Context: an optimization exercise on an open-source flow, tuned for small area, a short achievable clock period and few clock cycles per item. The choices shown serve that exercise and are no tape-out recipe.
At most, simulation tests tie the RTL to the original design; equivalence was not proved.
No activity file was given, so power comes from the tool's default toggle rates.

==> job 5867 <==
Design processor, start of the top module:
module processor (
    input  logic        clock,
    input  logic        reset,
    output logic [7:0]  memAddr,
    input  logic [15:0] memDataIn,
    output logic        wbEn,
    output logic [3:0]  wbAddr,
    output logic [31:0] wbData
);
==> module processor, before the edit <==
module processor (
    input  logic        clock,
    input  logic        reset,
    output logic [7:0]  memAddr,
    input  logic [15:0] memDataIn,
    output logic        wbEn,
    output logic [3:0]  wbAddr,
    output logic [31:0] wbData
);
    localparam MULB = 119;
    logic stall;
    logic [7:0]  pc;
    logic [15:0] ir;
    logic        irValid;
    assign memAddr = pc;
    always_ff @(posedge clock or negedge reset) begin
        if (!reset) begin
            pc      <= 8'd0;
            irValid <= 1'b0;
        end else if (!stall) begin
            pc      <= pc + 8'd1;
            irValid <= 1'b1;
        end
    end
    always_ff @(posedge clock) if (!stall) ir <= memDataIn;
    logic [31:0] rf [0:15];
    always_ff @(posedge clock) begin
        if (wbEn) rf[wbAddr] <= wbData;
    end
    logic [3:0] ra, rb, rd;
    logic       imm, irMul;
    assign ra    = ir[7:4];
    assign rb    = ir[3:0];
    assign rd    = ir[11:8];
    assign imm   = ir[12];
    assign irMul = (ir[15:13] == 3'd3) || (ir[15:13] == 3'd4);
    logic [31:0] exA, exB;
    logic [2:0]  exOp;
    logic [3:0]  exRd;
    logic        exValid, exMul;
    logic        exFA, exFB, exGA, exGB;
    logic [31:0] m2Res;
    logic [MULB-1:0] m2P;
    logic        m2Mul;
    logic [3:0]  m2Rd;
    logic        m2Valid;
    logic depA1, depB1, depA2, depB2, depA3, depB3;
    assign depA1 = exValid && (exRd == ra);
    assign depB1 = exValid && (exRd == rb) && !imm;
    assign depA2 = m2Valid && (m2Rd == ra);
    assign depB2 = m2Valid && (m2Rd == rb) && !imm;
    assign depA3 = wbEn && (wbAddr == ra);
    assign depB3 = wbEn && (wbAddr == rb);
    logic irBrr;
    assign irBrr = irMul || (ir[15:13] == 3'd5);
    assign stall = irValid && (((depA1 || depB1) && exMul) ||
                               (depB1 && irBrr) ||
                               (depB2 && irBrr && m2Mul));
    logic [15:0] selA, selB;
    logic        bypB2, bypA3, bypB3;
    assign bypB2 = m2Valid && (m2Rd == rb);
    assign bypA3 = wbEn && (wbAddr == ra);
    assign bypB3 = wbEn && (wbAddr == rb);
    always_comb begin
        for (int i = 0; i < 16; i++) begin
            selA[i] = (ra == i[3:0]);
            selB[i] = (rb == i[3:0]);
        end
    end
    logic [31:0] rfA, rfB, rdA, rdB;
    always_comb begin
        rfA = '0;
        rfB = '0;
        for (int i = 0; i < 16; i++) begin
            rfA = rfA | ({32{selA[i]}} & rf[i]);
            rfB = rfB | ({32{selB[i]}} & rf[i]);
        end
    end
    assign rdA = bypA3 ? wbData : rfA;
    logic [31:0] opB;
    assign opB = imm ? {{24{ir[7]}}, ir[7:0]} : bypB2 ? m2Res : bypB3 ? wbData : rfB;
    assign rdB = (ir[15:13] == 3'd4) ? (32'd1 << opB[4:0]) : opB;
    always_ff @(posedge clock) begin
        exA  <= rdA;
        exB  <= rdB;
        exOp <= ir[15:13];
        exRd <= rd;
    end
    always_ff @(posedge clock or negedge reset) begin
        if (!reset) begin
            exValid <= 1'b0;
            exMul   <= 1'b0;
            exFA    <= 1'b0;
            exFB    <= 1'b0;
            exGA    <= 1'b0;
            exGB    <= 1'b0;
        end else begin
            exValid <= irValid && !stall;
            exMul   <= irValid && !stall && irMul;
            exFA    <= depA1;
            exFB    <= depB1;
            exGA    <= depA2 && !depA1;
            exGB    <= depB2 && !depB1;
        end
    end
    logic [31:0] a, b, sum, res;
    assign a = exFA ? m2Res : exGA ? wbData : exA;
    assign b = exFB ? m2Res : exGB ? wbData : exB;
    assign sum = a + b;
    always_comb begin
        case (exOp)
            3'd0: res = sum;
            3'd1: res = a & b;
            3'd2: res = a | b;
            3'd5: res = a >> exB[4:0];
            default: res = a;
        endcase
    end
    logic [MULB-1:0] mulP;
    mul_s1 mulStage1 (.A(a), .B(exB), .P(mulP));
    always_ff @(posedge clock) begin
        m2Res <= res;
        m2P   <= mulP;
        m2Rd  <= exRd;
    end
    always_ff @(posedge clock or negedge reset) begin
        if (!reset) begin
            m2Valid <= 1'b0;
            m2Mul   <= 1'b0;
        end else begin
            m2Valid <= exValid;
            m2Mul   <= exMul;
        end
    end
    logic [31:0] mulY;
    mul_s2 mulStage2 (.P(m2P), .Y(mulY));
    always_ff @(posedge clock or negedge reset) begin
        if (!reset) wbEn <= 1'b0;
        else        wbEn <= m2Valid;
    end
    always_ff @(posedge clock) begin
        wbAddr <= m2Rd;
        wbData <= m2Mul ? mulY : m2Res;
    end
endmodule
export LEC_CHECK = 0
export CAP_MARGIN = 20
export CORE_MARGIN = 2
export CORE_UTILIZATION = 40
export PLACE_DENSITY = 0.6
export SLEW_MARGIN = 20
create_clock -name core_clock -period 10.0 [get_ports {clock}]
standard.sh (not shown) runs the stock make flow with config.mk's settings and CLKGATE_MAP_FILE= SYNTH_SCRIPT=/design/flow/synth_recipe.tcl, a recipe that flattens the netlist after the stock synthesis.
==> flow/flow/run.sh <==
#!/bin/bash
# The standard layout (standard.sh) with these changes to how it is made:
#  - synthesis is the standard flow's own script (synth_recipe.tcl, ORFS synth.tcl) except
#    that ABC maps with flow/abc_delay.script, a delay-driven mapping;
#  - no full-adder cell extraction (ADDER_MAP_FILE empty), so ABC maps the
#    adders and the multiplier tree itself;
#  - ports are buffered with buf_4 cells (BUFFER_PORTS_ARGS) rather than the
#    default choice of buffer cell;
#  - after global routing, flow/post_grt.tcl runs a second round of setup
#    repair on global-route parasitics.
# The registers are exactly those of the standard synthesis.
set -euo pipefail
W=$(pwd)
F=$W/flow
sed 's#log_cmd abc {\*}\$abc_args#log_cmd abc {*}[lreplace $abc_args 1 1 '"$F"'/abc_delay.script]#' \
    "$FLOW_HOME/scripts/synth.tcl" > "$W/synth_core.tcl"
grep -q abc_delay.script "$W/synth_core.tcl"
sed "s#source \$::env(SCRIPTS_DIR)/synth.tcl#source $W/synth_core.tcl#" synth_recipe.tcl > "$W/synth_top.tcl"
grep -q synth_core.tcl "$W/synth_top.tcl"
sed "s#SYNTH_SCRIPT=[^ ]*#SYNTH_SCRIPT=$W/synth_top.tcl#" standard.sh > "$W/standard_mod.sh"
grep -q synth_top.tcl "$W/standard_mod.sh"
export ADDER_MAP_FILE=
export SETUP_SLACK_MARGIN=6.5
export BUFFER_PORTS_ARGS="-buffer_cell sky130_fd_sc_hd__buf_4"
export POST_GLOBAL_ROUTE_TCL="$F/post_grt.tcl"
bash "$W/standard_mod.sh" > "$W/standard.log" 2>&1
==> flow/flow/abc_delay.script <==
&get -n
&st
&dch
&nf -D 2000
&put
buffer -c
topo
stime -c
upsize -c
dnsize -c
==> flow/flow/post_grt.tcl <==
# Run after ORFS's global route step (POST_GLOBAL_ROUTE_TCL): a second round
# of setup repair on global-route parasitics, done as global_route.tcl does
# its own, then the route guides are written again.
log_cmd estimate_parasitics -global_routing
repair_timing_helper
log_cmd global_route -start_incremental
log_cmd detailed_placement
log_cmd global_route -end_incremental
log_cmd estimate_parasitics -global_routing
report_worst_slack -max
write_guides $::env(RESULTS_DIR)/route.guide
==> job 4025: changes against job 5867 <==
--- a/flow/design.v
+++ b/flow/design.v
@@ -941,8 +941,11 @@
     logic [3:0] ra, rb, rd;
-    logic       imm, irMul;
-    assign ra    = ir[7:4];
-    assign rb    = ir[3:0];
-    assign rd    = ir[11:8];
-    assign imm   = ir[12];
-    assign irMul = (ir[15:13] == 3'd3) || (ir[15:13] == 3'd4);
+    logic       imm;
+    assign ra  = ir[7:4];
+    assign rb  = ir[3:0];
+    assign rd  = ir[11:8];
+    assign imm = ir[12];
+    logic [31:0] rdA, rdB;
+    assign rdA = (wbEn && wbAddr == ra) ? wbData : rf[ra];
+    assign rdB = imm ? {{24{ir[7]}}, ir[7:0]} :
+                 (wbEn && wbAddr == rb) ? wbData : rf[rb];
     logic [31:0] exA, exB;
@@ -950,4 +953,4 @@
     logic [3:0]  exRd;
-    logic        exValid, exMul;
-    logic        exFA, exFB, exGA, exGB;
+    logic        exValid;
+    logic        exF1A, exF1B, exF2A, exF2B;
     logic [31:0] m2Res;
@@ -957,3 +960,5 @@
     logic        m2Valid;
-    logic depA1, depB1, depA2, depB2, depA3, depB3;
+    logic exMul;
+    assign exMul = (exOp == 3'd3);
+    logic depA1, depB1, depA2, depB2;
     assign depA1 = exValid && (exRd == ra);
@@ -962,33 +967,3 @@
     assign depB2 = m2Valid && (m2Rd == rb) && !imm;
-    assign depA3 = wbEn && (wbAddr == ra);
-    assign depB3 = wbEn && (wbAddr == rb);
-    logic irBrr;
-    assign irBrr = irMul || (ir[15:13] == 3'd5);
-    assign stall = irValid && (((depA1 || depB1) && exMul) ||
-                               (depB1 && irBrr) ||
-                               (depB2 && irBrr && m2Mul));
-    logic [15:0] selA, selB;
-    logic        bypB2, bypA3, bypB3;
-    assign bypB2 = m2Valid && (m2Rd == rb);
-    assign bypA3 = wbEn && (wbAddr == ra);
-    assign bypB3 = wbEn && (wbAddr == rb);
-    always_comb begin
-        for (int i = 0; i < 16; i++) begin
-            selA[i] = (ra == i[3:0]);
-            selB[i] = (rb == i[3:0]);
-        end
-    end
-    logic [31:0] rfA, rfB, rdA, rdB;
-    always_comb begin
-        rfA = '0;
-        rfB = '0;
-        for (int i = 0; i < 16; i++) begin
-            rfA = rfA | ({32{selA[i]}} & rf[i]);
-            rfB = rfB | ({32{selB[i]}} & rf[i]);
-        end
-    end
-    assign rdA = bypA3 ? wbData : rfA;
-    logic [31:0] opB;
-    assign opB = imm ? {{24{ir[7]}}, ir[7:0]} : bypB2 ? m2Res : bypB3 ? wbData : rfB;
-    assign rdB = (ir[15:13] == 3'd4) ? (32'd1 << opB[4:0]) : opB;
+    assign stall = irValid && exMul && (depA1 || depB1);
     always_ff @(posedge clock) begin
@@ -1002,26 +977,24 @@
             exValid <= 1'b0;
-            exMul   <= 1'b0;
-            exFA    <= 1'b0;
-            exFB    <= 1'b0;
-            exGA    <= 1'b0;
-            exGB    <= 1'b0;
+            exF1A   <= 1'b0;
+            exF1B   <= 1'b0;
+            exF2A   <= 1'b0;
+            exF2B   <= 1'b0;
         end else begin
             exValid <= irValid && !stall;
-            exMul   <= irValid && !stall && irMul;
-            exFA    <= depA1;
-            exFB    <= depB1;
-            exGA    <= depA2 && !depA1;
-            exGB    <= depB2 && !depB1;
+            exF1A   <= depA1;
+            exF1B   <= depB1;
+            exF2A   <= depA2;
+            exF2B   <= depB2;
         end
     end
-    logic [31:0] a, b, sum, res;
-    assign a = exFA ? m2Res : exGA ? wbData : exA;
-    assign b = exFB ? m2Res : exGB ? wbData : exB;
-    assign sum = a + b;
+    logic [31:0] a, b, res;
+    assign a = exF1A ? m2Res : exF2A ? wbData : exA;
+    assign b = exF1B ? m2Res : exF2B ? wbData : exB;
     always_comb begin
         case (exOp)
-            3'd0: res = sum;
+            3'd0: res = a + b;
             3'd1: res = a & b;
             3'd2: res = a | b;
-            3'd5: res = a >> exB[4:0];
+            3'd4: res = a << b[4:0];
+            3'd5: res = a >> b[4:0];
             default: res = a;
@@ -1030,3 +1003,3 @@
     logic [MULB-1:0] mulP;
-    mul_s1 mulStage1 (.A(a), .B(exB), .P(mulP));
+    mul_s1 mulStage1 (.A(a), .B(b), .P(mulP));
     always_ff @(posedge clock) begin
@@ -1034,2 +1007,3 @@
         m2P   <= mulP;
+        m2Mul <= exMul;
         m2Rd  <= exRd;
@@ -1037,9 +1011,4 @@
     always_ff @(posedge clock or negedge reset) begin
-        if (!reset) begin
-            m2Valid <= 1'b0;
-            m2Mul   <= 1'b0;
-        end else begin
-            m2Valid <= exValid;
-            m2Mul   <= exMul;
-        end
+        if (!reset) m2Valid <= 1'b0;
+        else        m2Valid <= exValid;
     end
==> flow/run.sh (new file) <==
#!/bin/bash
# synth_recipe.tcl (not shown) runs the flow's synth.tcl, then flattens the netlist and writes it again
# the make line also repeats each setting of config.mk as NAME=value (left out here)
make -C /OpenROAD-flow-scripts/flow DESIGN_CONFIG=/design/flow/config.mk WORK_HOME=/design/flow/orfs CLKGATE_MAP_FILE= SYNTH_SCRIPT=/design/flow/synth_recipe.tcl finish
--- a/flow/config.mk
+++ b/flow/config.mk
@@ -11,2 +11,3 @@
 export PLACE_DENSITY = 0.6
+export SETUP_SLACK_MARGIN = 5
 export SLEW_MARGIN = 20
removed: flow/flow/run.sh
removed: flow/flow/abc_delay.script
removed: flow/flow/post_grt.tcl
removed: flow/standard.sh
==> job 5804: changes against job 5867 <==
--- a/flow/design.v
+++ b/flow/design.v
@@ -964,7 +964,5 @@
     assign depB3 = wbEn && (wbAddr == rb);
-    logic irBrr;
-    assign irBrr = irMul || (ir[15:13] == 3'd5);
     assign stall = irValid && (((depA1 || depB1) && exMul) ||
-                               (depB1 && irBrr) ||
-                               (depB2 && irBrr && m2Mul));
+                               (depB1 && irMul) ||
+                               (depB2 && irMul && m2Mul));
     logic [15:0] selA, selB;
@@ -1025,3 +1023,3 @@
             3'd2: res = a | b;
-            3'd5: res = a >> exB[4:0];
+            3'd5: res = a >> b[4:0];
             default: res = a;
--- a/flow/flow/run.sh
+++ b/flow/flow/run.sh
@@ -1,12 +1,2 @@
 #!/bin/bash
-# The standard layout (standard.sh) with these changes to how it is made:
-#  - synthesis is the standard flow's own script (synth_recipe.tcl, ORFS synth.tcl) except
-#    that ABC maps with flow/abc_delay.script, a delay-driven mapping;
-#  - no full-adder cell extraction (ADDER_MAP_FILE empty), so ABC maps the
-#    adders and the multiplier tree itself;
-#  - ports are buffered with buf_4 cells (BUFFER_PORTS_ARGS) rather than the
-#    default choice of buffer cell;
-#  - after global routing, flow/post_grt.tcl runs a second round of setup
-#    repair on global-route parasitics.
-# The registers are exactly those of the standard synthesis.
 set -euo pipefail
==> job 4807: changes against job 5867 <==
--- a/flow/design.v
+++ b/flow/design.v
@@ -964,7 +964,5 @@
     assign depB3 = wbEn && (wbAddr == rb);
-    logic irBrr;
-    assign irBrr = irMul || (ir[15:13] == 3'd5);
     assign stall = irValid && (((depA1 || depB1) && exMul) ||
-                               (depB1 && irBrr) ||
-                               (depB2 && irBrr && m2Mul));
+                               (depB1 && irMul) ||
+                               (depB2 && irMul && m2Mul));
     logic [15:0] selA, selB;
@@ -1025,3 +1023,3 @@
             3'd2: res = a | b;
-            3'd5: res = a >> exB[4:0];
+            3'd5: res = a >> b[4:0];
             default: res = a;
==> flow/flow/run.sh (replaced) <==
#!/bin/bash
set -euo pipefail
W=$(pwd)
F=$W/flow
sed 's#log_cmd abc {\*}\$abc_args#log_cmd abc {*}[lreplace $abc_args 1 1 '"$F"'/abc_delay.script]#' \
    "$FLOW_HOME/scripts/synth.tcl" > "$W/synth_core.tcl"
grep -q abc_delay.script "$W/synth_core.tcl"
sed "s#source \$::env(SCRIPTS_DIR)/synth.tcl#source $W/synth_core.tcl#" synth_recipe.tcl > "$W/synth_top.tcl"
grep -q synth_core.tcl "$W/synth_top.tcl"
sed "s#SYNTH_SCRIPT=[^ ]*#SYNTH_SCRIPT=$W/synth_top.tcl#" standard.sh > "$W/standard_mod.sh"
grep -q synth_top.tcl "$W/standard_mod.sh"
export ADDER_MAP_FILE=
export SETUP_SLACK_MARGIN=6.5
export BUFFER_PORTS_ARGS="-buffer_cell sky130_fd_sc_hd__buf_4"
bash "$W/standard_mod.sh" > "$W/standard.log" 2>&1
removed: flow/flow/post_grt.tcl
==> impl_metrics.py <==
metrics = {
    "final_layout": {
        "area_delta_synth_final_pct": 16.7,
        "nMultiInputCombCells": 3388,
        "nFillCells": 11000,
        "fin_util_pct": 47.1,
    },
    "synth": {
        "avgSynthCellArea_um2": 10.6,
    },
    "global_route": {
        "grt.total_usage_pct": 29.6,
        "grt_max_degree": 66,
        "grt_use_met3_pct": 7.09,
    },
    "worst_setup_path": {
        "endpoint": "wbData[28]",
        "critical_path.top_delay_family": "flip-flops",
    },
    "placement": {
        "post-place-ws_ps": 5820,
    },
    "pwr": {
        "combPwrFrac_pct": 64.1,
    },
    "status": {
        "status": "timing/DRC/antenna clean",
    },
    "clock_tree": {
        "postCtsSetupBuffers": 27,
    },
    "routing": {
        "vias": 41200,
        "routed_wirelength_um": 190000,
    },
}
the above is filed under job 5804

==> impl_metrics.py <==
metrics = {
    "status": {
        "status": "timing/DRC/antenna clean",
    },
    "worst_setup_path": {
        "critPathRequiredTime_ps": 10550,
        "endpoint": "wbData[31]$_DFF_P_",
        "critical_path.top_delay_family": "simple AND/OR/NAND/NOR gates",
    },
    "routing": {
        "routed_wirelength_um": 194000,
    },
    "placement": {
        "post-place-ws_ps": 5530,
    },
    "global_route": {
        "grt_max_degree": 66,
        "grt.total_usage_pct": 30.1,
        "grt_use_met3_pct": 7.84,
    },
    "min_path": {
        "hold_end": "exRd[2]$_DFF_P_",
    },
    "clock_tree": {
        "postCtsSetupBuffers": 27,
    },
    "pwr": {
        "combPwrFrac_pct": 64.1,
    },
    "synth": {
        "avgSynthCellArea_um2": 10.6,
    },
    "final_layout": {
        "nFillCells": 11000,
        "nMultiInputCombCells": 3394,
    },
    "floorplanning": {
        "rows": 127,
    },
}
the above is filed under job 5867

==> impl_metrics.py <==
metrics = {
    "routing": {
        "routed_wirelength_um": 190000,
    },
    "worst_setup_path": {
        "endpoint": "m2Res[15]$_DFF_P_",
        "slowest_stage": "mux2i_1",
        "critical_path.top_delay_family": "compound AO/OA/AOI/OAI gates",
    },
    "pwr": {
        "combPwrFrac_pct": 64.0,
    },
    "global_route": {
        "grt.total_usage_pct": 29.6,
        "grt_max_degree": 66,
    },
    "final_layout": {
        "fin_util_pct": 46.9,
        "nMultiInputCombCells": 3388,
        "nFillCells": 11000,
        "nets": 4616,
    },
    "status": {
        "status": "timing/DRC/antenna clean",
    },
    "synth": {
        "synth_flop_cell": "edfxtp_1",
        "avgSynthCellArea_um2": 10.6,
        "yosys-mux-area-fraction_pct": 3.43,
    },
    "placement": {
        "post-place-ws_ps": 5820,
    },
    "sta": {
        "holdWs_ps": 343,
    },
}
the above is filed under job 4807

==> impl_metrics.py <==
metrics = {
    "global_route": {
        "grt_max_degree": 105,
        "grt.total_usage_pct": 28.5,
    },
    "worst_setup_path": {
        "critical_path.top_delay_family": "compound AO/OA/AOI/OAI gates",
        "endpoint": "m2Res[17]$_DFF_P_",
    },
    "final_layout": {
        "nFillCells": 11400,
        "nMultiInputCombCells": 3022,
    },
    "synth": {
        "avgSynthCellArea_um2": 11.5,
    },
    "status": {
        "status": "timing/DRC/antenna clean",
    },
    "routing": {
        "vias": 40100,
    },
}
the above is filed under job 4025

Testbench counts of job 5867, summed over its fixed seeds: cycles 2,155, instrs 2,048.
Testbench counts of job 5804, summed over its fixed seeds: cycles 2,150, instrs 2,048.
Testbench counts of job 4807, summed over its fixed seeds: cycles 2,150, instrs 2,048.
The RTL of job 4025 was laid out without a check of its function.

re-timing with driven ports:
The results above use ideal ports. As a check the final layouts listed here were re-extracted and re-timed, cells and wires unchanged.
Step 1 (the two cells are an assumption about what drives the block):
set clk [get_ports {clock}]
set_driving_cell -lib_cell sky130_fd_sc_hd__clkbuf_16 $clk
set_driving_cell -lib_cell sky130_fd_sc_hd__buf_2 [delete_from_list [all_inputs] $clk]
Step 2 times the ports against the registers' clock, not the clock port: input delays grow and output delays shrink by t, the midpoint of the rising clock arrivals with the driver on.
a / b / c = no drivers / after step 1 / after step 2; a / b = the first two.
run | shift t [ns] | setup WS [ns] | hold WS [ns]
job 5867 | 0.764 | 6.476 / 6.459 / 6.476 | 0.343 / 0.343 / 0.343
job 4025 | 0.760 | 4.941 / 4.941 / 4.941 | 0.339 / 0.339 / 0.339
job 5804 | 0.756 | 6.508 / 6.435 / 6.511 | 0.343 / 0.343 / 0.343
job 4807 | 0.756 | 6.418 / 6.418 / 6.418 | 0.343 / 0.343 / 0.343
After both steps every run listed still meets setup and hold.
